This design comes from an exercise in tuning for small area on the open sky130 flow, not from production work. Only simulation tests tie the RTL to the original design; equivalence was not proved. Power and IR drop assume default switching activity.

Design alarmclock, start of the top module:
module alarmclock (clk,set_time,set_clock,set_calendar,reset,Less_in,Middle_in,Big_in,DIG,Digitron_Out,buzz,stop,clock,calendar,uart,uart_sign,uart_out);
Size: roughly 1500 cells after synthesis, ~29 I/O pins.
==> flow/config.mk <==
export PLATFORM = sky130hd
export DESIGN_NAME = alarmclock
export DESIGN_NICKNAME = alarmclock
export VERILOG_FILES = /design/flow/design.v
export SDC_FILE = /design/flow/constraint.sdc
export NUM_CORES = 4
export LEC_CHECK = 0
export ABC_AREA = 1
export CAP_MARGIN = 20
export CORE_MARGIN = 2
export CORE_UTILIZATION = 70
export SLEW_MARGIN = 20
==> flow/constraint.sdc <==
create_clock -name core_clock -period 10.0 [get_ports {clk}]
set_input_delay 2.0000 -clock core_clock [delete_from_list [all_inputs] [get_ports {clk}]]
set_output_delay 2.0000 -clock core_clock [all_outputs]
set_load 0.01 [all_outputs]
standard.sh (not shown) runs the stock make flow with config.mk's settings and CLKGATE_MAP_FILE= SYNTH_SCRIPT=/design/flow/synth_recipe.tcl, a recipe that flattens the netlist after the stock synthesis.
==> flow/flow/run.sh <==
#!/bin/bash
# Own flow: the standard layout (standard.sh: all ORFS steps, the platform's power grid and
# tap cells, a buffer on every port), with these changes:
#  - synthesis maps the logic with the area-oriented ABC script flow/abc_area2.script instead of
#    ORFS's abc_area.script, and leaves adders to ABC (no half/full adder cell mapping first).
#    Everything else in synthesis (front end, -nofsm -noshare, flip-flop mapping, flatten,
#    renames) is synth_recipe.tcl's, so the registers are the standard synthesis's;
#  - clock tree synthesis runs without dummy loads and with the clustering in flow/own.mk;
#  - the port buffers are buf_1 cells (flow/own.mk).
# Each tool's output is in own_flow.log and in ORFS's logs under orfs/logs.
set -euo pipefail
W=$(pwd)
F=$W/flow
# copy of ORFS synth.tcl whose abc call uses our script
sed 's|^  log_cmd abc {\*}\$abc_args|  set abc_args [lreplace $abc_args 1 1 $::env(OWN_ABC_SCRIPT)]\n  log_cmd abc {*}$abc_args|' \
  "$FLOW_HOME/scripts/synth.tcl" > "$W/own_synth_core.tcl"
grep -q OWN_ABC_SCRIPT "$W/own_synth_core.tcl"
# synth_recipe.tcl, sourcing that copy
sed "s|^source \$::env(SCRIPTS_DIR)/synth.tcl|source $W/own_synth_core.tcl|" synth_recipe.tcl > "$W/own_synth.tcl"
grep -q own_synth_core.tcl "$W/own_synth.tcl"
# The standard flow's config.mk plus our settings
{ echo "include $W/config.mk"; cat "$F/own.mk"; } > "$W/own_config.mk"
# standard.sh with that synthesis script and config
sed -E -e "s|SYNTH_SCRIPT=[^ ]+|SYNTH_SCRIPT=$W/own_synth.tcl|" -e "s|DESIGN_CONFIG=[^ ]+|DESIGN_CONFIG=$W/own_config.mk|" \
  standard.sh > "$W/own_standard.sh"
grep -q own_synth.tcl "$W/own_standard.sh"
grep -q own_config.mk "$W/own_standard.sh"
export OWN_ABC_SCRIPT=$F/abc_area2.script
bash "$W/own_standard.sh" > "$W/own_flow.log" 2>&1
==> flow/flow/abc_area2.script <==
strash
scorr
dc2
&get -n
&deepsyn -T 60
&put
dch -f
amap -m -F 2 -A 8
topo
==> flow/flow/own.mk <==
# clock tree: no dummy loads, clkbuf_8 buffers, clusters of at most 14 sinks within 50 um
export CTS_ARGS = -sink_clustering_enable -repair_clock_nets -dont_use_dummy_load -buf_list sky130_fd_sc_hd__clkbuf_8 -sink_clustering_size 14 -sink_clustering_max_diameter 50
# one buffer on every input and output port, as standard, but a buf_1
export BUFFER_PORTS_ARGS = -inputs -outputs -buffer_cell sky130_fd_sc_hd__buf_1
# adders are left to ABC instead of being mapped to half/full adder cells first
export ADDER_MAP_FILE =
Change:
==> flow/flow/own.mk (replaced) <==
# clock tree: no dummy loads, clkbuf_4 buffers, clusters of at most 10 sinks within 40 um
export CTS_ARGS = -sink_clustering_enable -repair_clock_nets -dont_use_dummy_load -buf_list sky130_fd_sc_hd__clkbuf_4 -sink_clustering_size 10 -sink_clustering_max_diameter 40
# one buffer on every input and output port, as standard, but a buf_1
export BUFFER_PORTS_ARGS = -inputs -outputs -buffer_cell sky130_fd_sc_hd__buf_1
# adders are left to ABC instead of being mapped to half/full adder cells first
export ADDER_MAP_FILE =
=> Flip-flop and latch count stays the same; fmax is about the same; first-iteration DRC count went up by a few percent.
Change:
==> flow/flow/own.mk (replaced) <==
# clock tree: no dummy loads, clkbuf_4 buffers, clusters of at most 8 sinks within 35 um
export CTS_ARGS = -sink_clustering_enable -repair_clock_nets -dont_use_dummy_load -buf_list sky130_fd_sc_hd__clkbuf_4 -sink_clustering_size 8 -sink_clustering_max_diameter 35
# one buffer on every input and output port, as standard, but a buf_1
export BUFFER_PORTS_ARGS = -inputs -outputs -buffer_cell sky130_fd_sc_hd__buf_1
# adders are left to ABC instead of being mapped to half/full adder cells first
export ADDER_MAP_FILE =
After rerunning: The changed run finished with timing, DRC and antenna clean. Design area grows by 0.38%. Cell count grows by 0.40%. Wire length stays flat. Sequential share of layout area shrinks by 0.20 points. Global-route usage stays flat. Total power grows by 1.9%. Synthesized area does not change. First-iteration DRC count shrinks by 5.9%. Utilization grows by 0.28 points. Die area is unchanged.

alarmclock, a different RTL version from the one above (not shown whole).
Size in the first run: about 290 flip-flops, ~29 I/O pins.
==> flow/config.mk <==
export PLATFORM = sky130hd
export DESIGN_NAME = alarmclock
export DESIGN_NICKNAME = alarmclock
export VERILOG_FILES = /design/flow/design.v
export SDC_FILE = /design/flow/constraint.sdc
export NUM_CORES = 4
export LEC_CHECK = 0
export ABC_AREA = 1
export CAP_MARGIN = 20
export CORE_MARGIN = 2
export CORE_UTILIZATION = 70
export SLEW_MARGIN = 20
==> flow/constraint.sdc <==
create_clock -name core_clock -period 10.0 [get_ports {clk}]
set_input_delay 2.0000 -clock core_clock [delete_from_list [all_inputs] [get_ports {clk}]]
set_output_delay 2.0000 -clock core_clock [all_outputs]
set_load 0.01 [all_outputs]
==> flow/flow/run.sh <==
#!/bin/bash
# Own flow: the standard layout (standard.sh: all ORFS steps, the platform's power grid and
# tap cells, port buffers), with two changes:
#  - synthesis maps the logic with the area-oriented ABC script flow/abc_area2.script instead of
#    ORFS's abc_area.script. Everything else in synthesis (front end, -nofsm -noshare, flip-flop
#    mapping, flatten, renames) is synth_recipe.tcl's, so the registers are the standard synthesis's;
#  - clock tree synthesis runs without dummy loads and with the clustering in flow/cts.mk, and
#    the port buffers (one on every input and output, as standard) are buf_1 cells (flow/cts.mk).
# Each tool's output is in own_flow.log and in ORFS's logs under orfs/logs.
set -euo pipefail
W=$(pwd)
F=$W/flow
# copy of ORFS synth.tcl whose abc call uses our script
sed 's|^  log_cmd abc {\*}\$abc_args|  set abc_args [lreplace $abc_args 1 1 $::env(OWN_ABC_SCRIPT)]\n  log_cmd abc {*}$abc_args|' \
  "$FLOW_HOME/scripts/synth.tcl" > "$W/own_synth_core.tcl"
grep -q OWN_ABC_SCRIPT "$W/own_synth_core.tcl"
# synth_recipe.tcl, sourcing that copy
sed "s|^source \$::env(SCRIPTS_DIR)/synth.tcl|source $W/own_synth_core.tcl|" synth_recipe.tcl > "$W/own_synth.tcl"
grep -q own_synth_core.tcl "$W/own_synth.tcl"
# The standard flow's config.mk plus our clock tree settings
{ echo "include $W/config.mk"; cat "$F/cts.mk"; } > "$W/own_config.mk"
# standard.sh with that synthesis script and config
sed -E -e "s|SYNTH_SCRIPT=[^ ]+|SYNTH_SCRIPT=$W/own_synth.tcl|" -e "s|DESIGN_CONFIG=[^ ]+|DESIGN_CONFIG=$W/own_config.mk|" \
  standard.sh > "$W/own_standard.sh"
grep -q own_synth.tcl "$W/own_standard.sh"
grep -q own_config.mk "$W/own_standard.sh"
export OWN_ABC_SCRIPT=$F/abc_area2.script
bash "$W/own_standard.sh" > "$W/own_flow.log" 2>&1
==> flow/flow/abc_area2.script <==
strash
scorr
dc2
&get -n
&deepsyn -T 60
&put
dch -f
amap -m
topo
==> flow/flow/cts.mk <==
export CTS_ARGS = -sink_clustering_enable -repair_clock_nets -dont_use_dummy_load -buf_list sky130_fd_sc_hd__clkbuf_8 -sink_clustering_size 14 -sink_clustering_max_diameter 50
export BUFFER_PORTS_ARGS = -inputs -outputs -buffer_cell sky130_fd_sc_hd__buf_1
The baseline produced a clean layout.
Next try:
--- a/flow/flow/run.sh
+++ b/flow/flow/run.sh
@@ -6,4 +6,3 @@
 #    mapping, flatten, renames) is synth_recipe.tcl's, so the registers are the standard synthesis's;
-#  - clock tree synthesis runs without dummy loads and with the clustering in flow/cts.mk, and
-#    the port buffers (one on every input and output, as standard) are buf_1 cells (flow/cts.mk).
+#  - clock tree synthesis runs without dummy loads and with the clustering in flow/cts.mk.
 # Each tool's output is in own_flow.log and in ORFS's logs under orfs/logs.
==> flow/flow/abc_area2.script (replaced) <==
strash
scorr
dc2
dch -f
amap -m
topo
==> flow/flow/cts.mk (replaced) <==
export CTS_ARGS = -sink_clustering_enable -repair_clock_nets -dont_use_dummy_load -buf_list sky130_fd_sc_hd__clkbuf_8 -sink_clustering_size 18 -sink_clustering_max_diameter 60
Wire length grows by a few percent.
Global-route usage grows by 1.6 points.
Setup slack degrades by 0.36 ns.
First-iteration DRC count grows by about a fifth.
Non-clock buffer count grows by 4.
Clock-buffer cell count shrinks by 3.
Final cell count grows by a few percent.

== job 6706 ==
Another version of the RTL of alarmclock (not shown whole).
For scale: roughly 2100 cells after synthesis, about 290 flip-flops.
==> flow/config.mk <==
export PLATFORM = sky130hd
export DESIGN_NAME = alarmclock
export DESIGN_NICKNAME = alarmclock
export VERILOG_FILES = /design/flow/design.v
export SDC_FILE = /design/flow/constraint.sdc
export NUM_CORES = 4
export LEC_CHECK = 0
export ABC_AREA = 1
export CAP_MARGIN = 20
export CORE_MARGIN = 2
export CORE_UTILIZATION = 70
export SLEW_MARGIN = 20
==> flow/constraint.sdc <==
create_clock -name core_clock -period 10.0 [get_ports {clk}]
set_input_delay 2.0000 -clock core_clock [delete_from_list [all_inputs] [get_ports {clk}]]
set_output_delay 2.0000 -clock core_clock [all_outputs]
set_load 0.01 [all_outputs]
run.sh (not shown) runs the stock make flow with config.mk's settings and CLKGATE_MAP_FILE= SYNTH_SCRIPT=/design/flow/synth_recipe.tcl, a recipe that flattens the netlist after the stock synthesis.
Stock flow here: none of the scripts above is used.
Job 6706: full flow OK, the timing, design-rule and antenna checks passed
Inputs modified between job 6706 and job 3724:
==> flow/flow/run.sh (new file) <==
#!/bin/bash
# Own flow: the standard layout (standard.sh, all ORFS steps and settings unchanged),
# except that synthesis maps the logic with the area-oriented ABC script
# flow/abc_area2.script instead of ORFS's abc_area.script. Everything else in
# synthesis (front end, -nofsm -noshare, flip-flop mapping, flatten, renames) is
# synth_recipe.tcl's, so the registers are the standard synthesis's.
set -euo pipefail
W=$(pwd)
F=$W/flow
# copy of ORFS synth.tcl whose abc call uses our script
sed 's|^  log_cmd abc {\*}\$abc_args|  set abc_args [lreplace $abc_args 1 1 $::env(OWN_ABC_SCRIPT)]\n  log_cmd abc {*}$abc_args|' \
  "$FLOW_HOME/scripts/synth.tcl" > "$W/own_synth_core.tcl"
grep -q OWN_ABC_SCRIPT "$W/own_synth_core.tcl"
# synth_recipe.tcl, sourcing that copy
sed "s|^source \$::env(SCRIPTS_DIR)/synth.tcl|source $W/own_synth_core.tcl|" synth_recipe.tcl > "$W/own_synth.tcl"
grep -q own_synth_core.tcl "$W/own_synth.tcl"
# standard.sh with that synthesis script
sed -E "s|SYNTH_SCRIPT=[^ ]+|SYNTH_SCRIPT=$W/own_synth.tcl|" standard.sh > "$W/own_standard.sh"
grep -q own_synth.tcl "$W/own_standard.sh"
export OWN_ABC_SCRIPT=$F/abc_area2.script
bash "$W/own_standard.sh" > "$W/own_flow.log" 2>&1
==> flow/flow/abc_area2.script (new file) <==
strash
scorr
dc2
dch -f
amap -m
topo
==> flow/standard.sh (new file) <==
#!/bin/bash
# synth_recipe.tcl (not shown) runs the flow's synth.tcl, then flattens the netlist and writes it again
# the make line also repeats each setting of config.mk as NAME=value (left out here)
make -C /OpenROAD-flow-scripts/flow DESIGN_CONFIG=/design/flow/config.mk WORK_HOME=/design/flow/orfs CLKGATE_MAP_FILE= SYNTH_SCRIPT=/design/flow/synth_recipe.tcl "${@:-finish}"
removed: flow/run.sh
==> comparison <==
For the met1 usage in global routing, job 3724 came in 3.5 points higher than job 6706 did.
The run showing the smaller net switching share of the total power is job 3724.
Combinational power (lower): job 3724
Sort job 6706 and job 3724 by non-clock buffer count desc -> top: job 3724
Taking job 6706 as 1.0, job 3724 lands at 1.09 on average footprint of a synthesized cell.
Diff job 6706 and job 3724: clock network fraction of total power lower in job 6706
Job 3724 vs job 6706 — width of the chip dropped 3.9%.
Final cell area excluding filler cells (job 3724 vs. job 6706) decreases by a few percent
Power share of the sequential group on job 3724 is up relative to job 6706.

== run 1 ==
RTL: one of the versions met above, not the one the previous note started from.
Size: about 1700 cells after synthesis, about 290 flip-flops.
export LEC_CHECK = 0
export ABC_AREA = 1
export CAP_MARGIN = 20
export CORE_MARGIN = 2
export CORE_UTILIZATION = 70
export SLEW_MARGIN = 20
create_clock -name core_clock -period 10.0 [get_ports {clk}]
standard.sh (not shown) runs the stock make flow with config.mk's settings and CLKGATE_MAP_FILE= SYNTH_SCRIPT=/design/flow/synth_recipe.tcl, a recipe that flattens the netlist after the stock synthesis.
==> flow/flow/run.sh <==
#!/bin/bash
# Own flow: the standard layout (standard.sh: all ORFS steps, the platform's power grid and
# tap cells, port buffers), with two changes:
#  - synthesis maps the logic with the area-oriented ABC script flow/abc_area2.script instead of
#    ORFS's abc_area.script. Everything else in synthesis (front end, -nofsm -noshare, flip-flop
#    mapping, flatten, renames) is synth_recipe.tcl's, so the registers are the standard synthesis's;
#  - clock tree synthesis runs without dummy loads and with the clustering in flow/cts.mk.
# Each tool's output is in own_flow.log and in ORFS's logs under orfs/logs.
set -euo pipefail
W=$(pwd)
F=$W/flow
# copy of ORFS synth.tcl whose abc call uses our script
sed 's|^  log_cmd abc {\*}\$abc_args|  set abc_args [lreplace $abc_args 1 1 $::env(OWN_ABC_SCRIPT)]\n  log_cmd abc {*}$abc_args|' \
  "$FLOW_HOME/scripts/synth.tcl" > "$W/own_synth_core.tcl"
grep -q OWN_ABC_SCRIPT "$W/own_synth_core.tcl"
# synth_recipe.tcl, sourcing that copy
sed "s|^source \$::env(SCRIPTS_DIR)/synth.tcl|source $W/own_synth_core.tcl|" synth_recipe.tcl > "$W/own_synth.tcl"
grep -q own_synth_core.tcl "$W/own_synth.tcl"
# The standard flow's config.mk plus our clock tree settings
{ echo "include $W/config.mk"; cat "$F/cts.mk"; } > "$W/own_config.mk"
# standard.sh with that synthesis script and config
sed -E -e "s|SYNTH_SCRIPT=[^ ]+|SYNTH_SCRIPT=$W/own_synth.tcl|" -e "s|DESIGN_CONFIG=[^ ]+|DESIGN_CONFIG=$W/own_config.mk|" \
  standard.sh > "$W/own_standard.sh"
grep -q own_synth.tcl "$W/own_standard.sh"
grep -q own_config.mk "$W/own_standard.sh"
export OWN_ABC_SCRIPT=$F/abc_area2.script
bash "$W/own_standard.sh" > "$W/own_flow.log" 2>&1
==> flow/flow/abc_area2.script <==
strash
scorr
dc2
dch -f
amap -m
topo
==> flow/flow/cts.mk <==
export CTS_ARGS = -sink_clustering_enable -repair_clock_nets -dont_use_dummy_load
[inputs] run 2 vs run 1
==> flow/flow/run.sh <==
#!/bin/bash
# Own flow: the standard layout (standard.sh: all ORFS steps, the platform's power grid and
# tap cells, a buffer on every port), with these changes:
#  - synthesis maps the logic with the area-oriented ABC script flow/abc_area2.script instead of
#    ORFS's abc_area.script, and leaves adders to ABC (no half/full adder cell mapping first).
#    Everything else in synthesis (front end, -nofsm -noshare, flip-flop mapping, flatten,
#    renames) is synth_recipe.tcl's, so the registers are the standard synthesis's;
#  - clock tree synthesis runs without dummy loads and with the clustering in flow/own.mk;
#  - the port buffers are buf_1 cells (flow/own.mk).
# Each tool's output is in own_flow.log and in ORFS's logs under orfs/logs.
set -euo pipefail
W=$(pwd)
F=$W/flow
# copy of ORFS synth.tcl whose abc call uses our script
sed 's|^  log_cmd abc {\*}\$abc_args|  set abc_args [lreplace $abc_args 1 1 $::env(OWN_ABC_SCRIPT)]\n  log_cmd abc {*}$abc_args|' \
  "$FLOW_HOME/scripts/synth.tcl" > "$W/own_synth_core.tcl"
grep -q OWN_ABC_SCRIPT "$W/own_synth_core.tcl"
# synth_recipe.tcl, sourcing that copy
sed "s|^source \$::env(SCRIPTS_DIR)/synth.tcl|source $W/own_synth_core.tcl|" synth_recipe.tcl > "$W/own_synth.tcl"
grep -q own_synth_core.tcl "$W/own_synth.tcl"
# The standard flow's config.mk plus our settings
{ echo "include $W/config.mk"; cat "$F/own.mk"; } > "$W/own_config.mk"
# standard.sh with that synthesis script and config
sed -E -e "s|SYNTH_SCRIPT=[^ ]+|SYNTH_SCRIPT=$W/own_synth.tcl|" -e "s|DESIGN_CONFIG=[^ ]+|DESIGN_CONFIG=$W/own_config.mk|" \
  standard.sh > "$W/own_standard.sh"
grep -q own_synth.tcl "$W/own_standard.sh"
grep -q own_config.mk "$W/own_standard.sh"
export OWN_ABC_SCRIPT=$F/abc_area2.script
bash "$W/own_standard.sh" > "$W/own_flow.log" 2>&1
==> flow/flow/abc_area2.script <==
strash
scorr
dc2
&get -n
&deepsyn -T 60
&put
dch -f
amap -m
topo
==> flow/flow/own.mk (new file) <==
# clock tree: no dummy loads, clkbuf_8 buffers, clusters of at most 14 sinks within 50 um
export CTS_ARGS = -sink_clustering_enable -repair_clock_nets -dont_use_dummy_load -buf_list sky130_fd_sc_hd__clkbuf_8 -sink_clustering_size 14 -sink_clustering_max_diameter 50
# one buffer on every input and output port, as standard, but a buf_1
export BUFFER_PORTS_ARGS = -inputs -outputs -buffer_cell sky130_fd_sc_hd__buf_1
# adders are left to ABC instead of being mapped to half/full adder cells first
export ADDER_MAP_FILE =
removed: flow/flow/cts.mk
==> comparison <==
Taking run 1 as the reference, in run 2 number of clock buffer instances in the layout dropped 3.4%; cell area after layout -about 14%; share of the clock period used by the worst path after layout dropped 23 points; layout-stage area growth over the synthesis result went down by 3.3 points. For wire length on met2, dividing the value from run 2 by the value from run 1 gives 0.76.
Input changes introduced in run 3 (baseline for comparison: run 2):
==> flow/flow/run.sh <==
#!/bin/bash
# Own flow: the standard layout (standard.sh: all ORFS steps, the platform's power grid and
# tap cells, port buffers), with two changes:
#  - synthesis maps the logic with the area-oriented ABC script flow/abc_area2.script instead of
#    ORFS's abc_area.script. Everything else in synthesis (front end, -nofsm -noshare, flip-flop
#    mapping, flatten, renames) is synth_recipe.tcl's, so the registers are the standard synthesis's;
#  - clock tree synthesis runs without dummy loads and with the clustering in flow/cts.mk.
# Each tool's output is in own_flow.log and in ORFS's logs under orfs/logs.
set -euo pipefail
W=$(pwd)
F=$W/flow
# copy of ORFS synth.tcl whose abc call uses our script
sed 's|^  log_cmd abc {\*}\$abc_args|  set abc_args [lreplace $abc_args 1 1 $::env(OWN_ABC_SCRIPT)]\n  log_cmd abc {*}$abc_args|' \
  "$FLOW_HOME/scripts/synth.tcl" > "$W/own_synth_core.tcl"
grep -q OWN_ABC_SCRIPT "$W/own_synth_core.tcl"
# synth_recipe.tcl, sourcing that copy
sed "s|^source \$::env(SCRIPTS_DIR)/synth.tcl|source $W/own_synth_core.tcl|" synth_recipe.tcl > "$W/own_synth.tcl"
grep -q own_synth_core.tcl "$W/own_synth.tcl"
# The standard flow's config.mk plus our clock tree settings
{ echo "include $W/config.mk"; cat "$F/cts.mk"; } > "$W/own_config.mk"
# standard.sh with that synthesis script and config
sed -E -e "s|SYNTH_SCRIPT=[^ ]+|SYNTH_SCRIPT=$W/own_synth.tcl|" -e "s|DESIGN_CONFIG=[^ ]+|DESIGN_CONFIG=$W/own_config.mk|" \
  standard.sh > "$W/own_standard.sh"
grep -q own_synth.tcl "$W/own_standard.sh"
grep -q own_config.mk "$W/own_standard.sh"
export OWN_ABC_SCRIPT=$F/abc_area2.script
bash "$W/own_standard.sh" > "$W/own_flow.log" 2>&1
==> flow/flow/abc_area2.script <==
strash
scorr
dc2
dch -f
amap -m
topo
==> flow/flow/cts.mk (new file) <==
export CTS_ARGS = -sink_clustering_enable -repair_clock_nets -dont_use_dummy_load -buf_list sky130_fd_sc_hd__clkbuf_16 -sink_clustering_size 20 -sink_clustering_max_diameter 60
removed: flow/flow/own.mk
## What came out
Relative to run 2, sequential share of layout area decreased by 6.9 points in run 3. | die area | run 3 vs run 2 | about 12% higher |. Number of iterations in the first detailed-routing pass (run 3 over run 2): decrease, 1. The non-clock buffer area fraction after layout of run 3 exceeds that of run 2 by 1.1 points. What run 2 reported for number of placement rows has to be multiplied by 1.06 to get the figure for run 3. Run 2 → run 3: critical path depth climbed 9, clock-buffer cell count dropped 7.1%, smallest hold slack dropped 0.016 ns, die boundary width climbed about 6%.
Inputs modified between run 3 and run 4:
-- flow/flow/run.sh --
<<< run 3, line 5
#    ORFS's abc_area.script. Everything else in synthesis (front end, -nofsm -noshare, flip-flop
#    mapping, flatten, renames) is synth_recipe.tcl's, so the registers are the standard synthesis's;
#  - clock tree synthesis runs without dummy loads and with the clustering in flow/cts.mk.
# Each tool's output is in own_flow.log and in ORFS's logs under orfs/logs.
set -euo pipefail
>>> run 4, line 5
#    ORFS's abc_area.script. Everything else in synthesis (front end, -nofsm -noshare, flip-flop
#    mapping, flatten, renames) is synth_recipe.tcl's, so the registers are the standard synthesis's;
#  - clock tree synthesis runs without dummy loads and with the clustering in flow/cts.mk, and
#    the port buffers (one on every input and output, as standard) are buf_1 cells (flow/cts.mk).
# Each tool's output is in own_flow.log and in ORFS's logs under orfs/logs.
set -euo pipefail
==> flow/flow/abc_area2.script <==
strash
scorr
dc2
&get -n
&deepsyn -T 60
&put
dch -f
amap -m
topo
==> flow/flow/cts.mk <==
export CTS_ARGS = -sink_clustering_enable -repair_clock_nets -dont_use_dummy_load -buf_list sky130_fd_sc_hd__clkbuf_16 -sink_clustering_size 24 -sink_clustering_max_diameter 70
export BUFFER_PORTS_ARGS = -inputs -outputs -buffer_cell sky130_fd_sc_hd__buf_1
==> results.txt <==
Looking at switching power summed over all nets across run 3 and run 4, the one that comes out higher is run 3.
Run 3 has lower distinct cell type count of the synthesized netlist than run 4.
The wire length of run 4 is lower than that of run 3.
Re layout-stage area growth over the synthesis result: run 3 was higher than run 4.
Looking at cell with the biggest individual delay on the critical path, the dfstp_2 result is from run 4; the o311ai_0 one comes from run 3.
Looking only at first-pass iteration count of the detailed router, and setting everything else aside, the higher value of run 3 and run 4 goes to run 4.
Of run 3 and run 4, the lower number of nets in the layout belongs to run 4.

==> afterwards: timing with drivers on the ports <==
The flow's constraints put no driver on any port. The routed layouts listed below were extracted and timed again, unchanged, in two steps. Step 1 sets driving cells, clkbuf_16 on the clock port and buf_2 on the other inputs (assumed; they add their load-dependent delay and slew). Step 2 adds t to the input delays and takes it off the output delays; t is the mean of the earliest and latest rising clock arrival at the registers after step 1. Input paths then give back, and output paths get back, about the clock's delay inside the block. Slacks: ideal / step 1 / step 2; pairs: ideal / step 1.
run	shift t [ns]	slack for setup (ns)	worst setup path at the end	clock arrival spread, ns
the first run of note 1	0.607	4.436 / 4.436 / 4.436	register to register	0.078 / 0.078
the second run of note 1	0.682	4.427 / 4.427 / 4.427	register to register	0.061 / 0.062
the third run of note 1	0.683	4.460 / 4.460 / 4.460	register to register	0.053 / 0.053
the first run of note 2	0.607	2.487 / 2.487 / 2.487	register to register	0.063 / 0.063
the second run of note 2	0.606	2.129 / 2.129 / 2.129	register to register	0.119 / 0.118
job 6706	0.623	4.820 / 4.820 / 4.638	input to register	0.018 / 0.018
job 3724	0.609	2.381 / 2.381 / 2.381	register to register	0.021 / 0.021
run 1	0.594	2.070 / 2.070 / 2.070	register to register	0.054 / 0.054
run 2	0.607	4.352 / 4.352 / 4.352	register to register	0.080 / 0.080
run 3	0.575	1.993 / 1.993 / 1.993	register to register	0.087 / 0.088
run 4	0.545	2.493 / 2.493 / 2.493	register to register	0.061 / 0.061
After both steps setup and hold are still met in every run listed. For job 6706, which loses most, drivers alone change the setup slack by 0.000 ns; drivers and shift together by -0.182 ns.
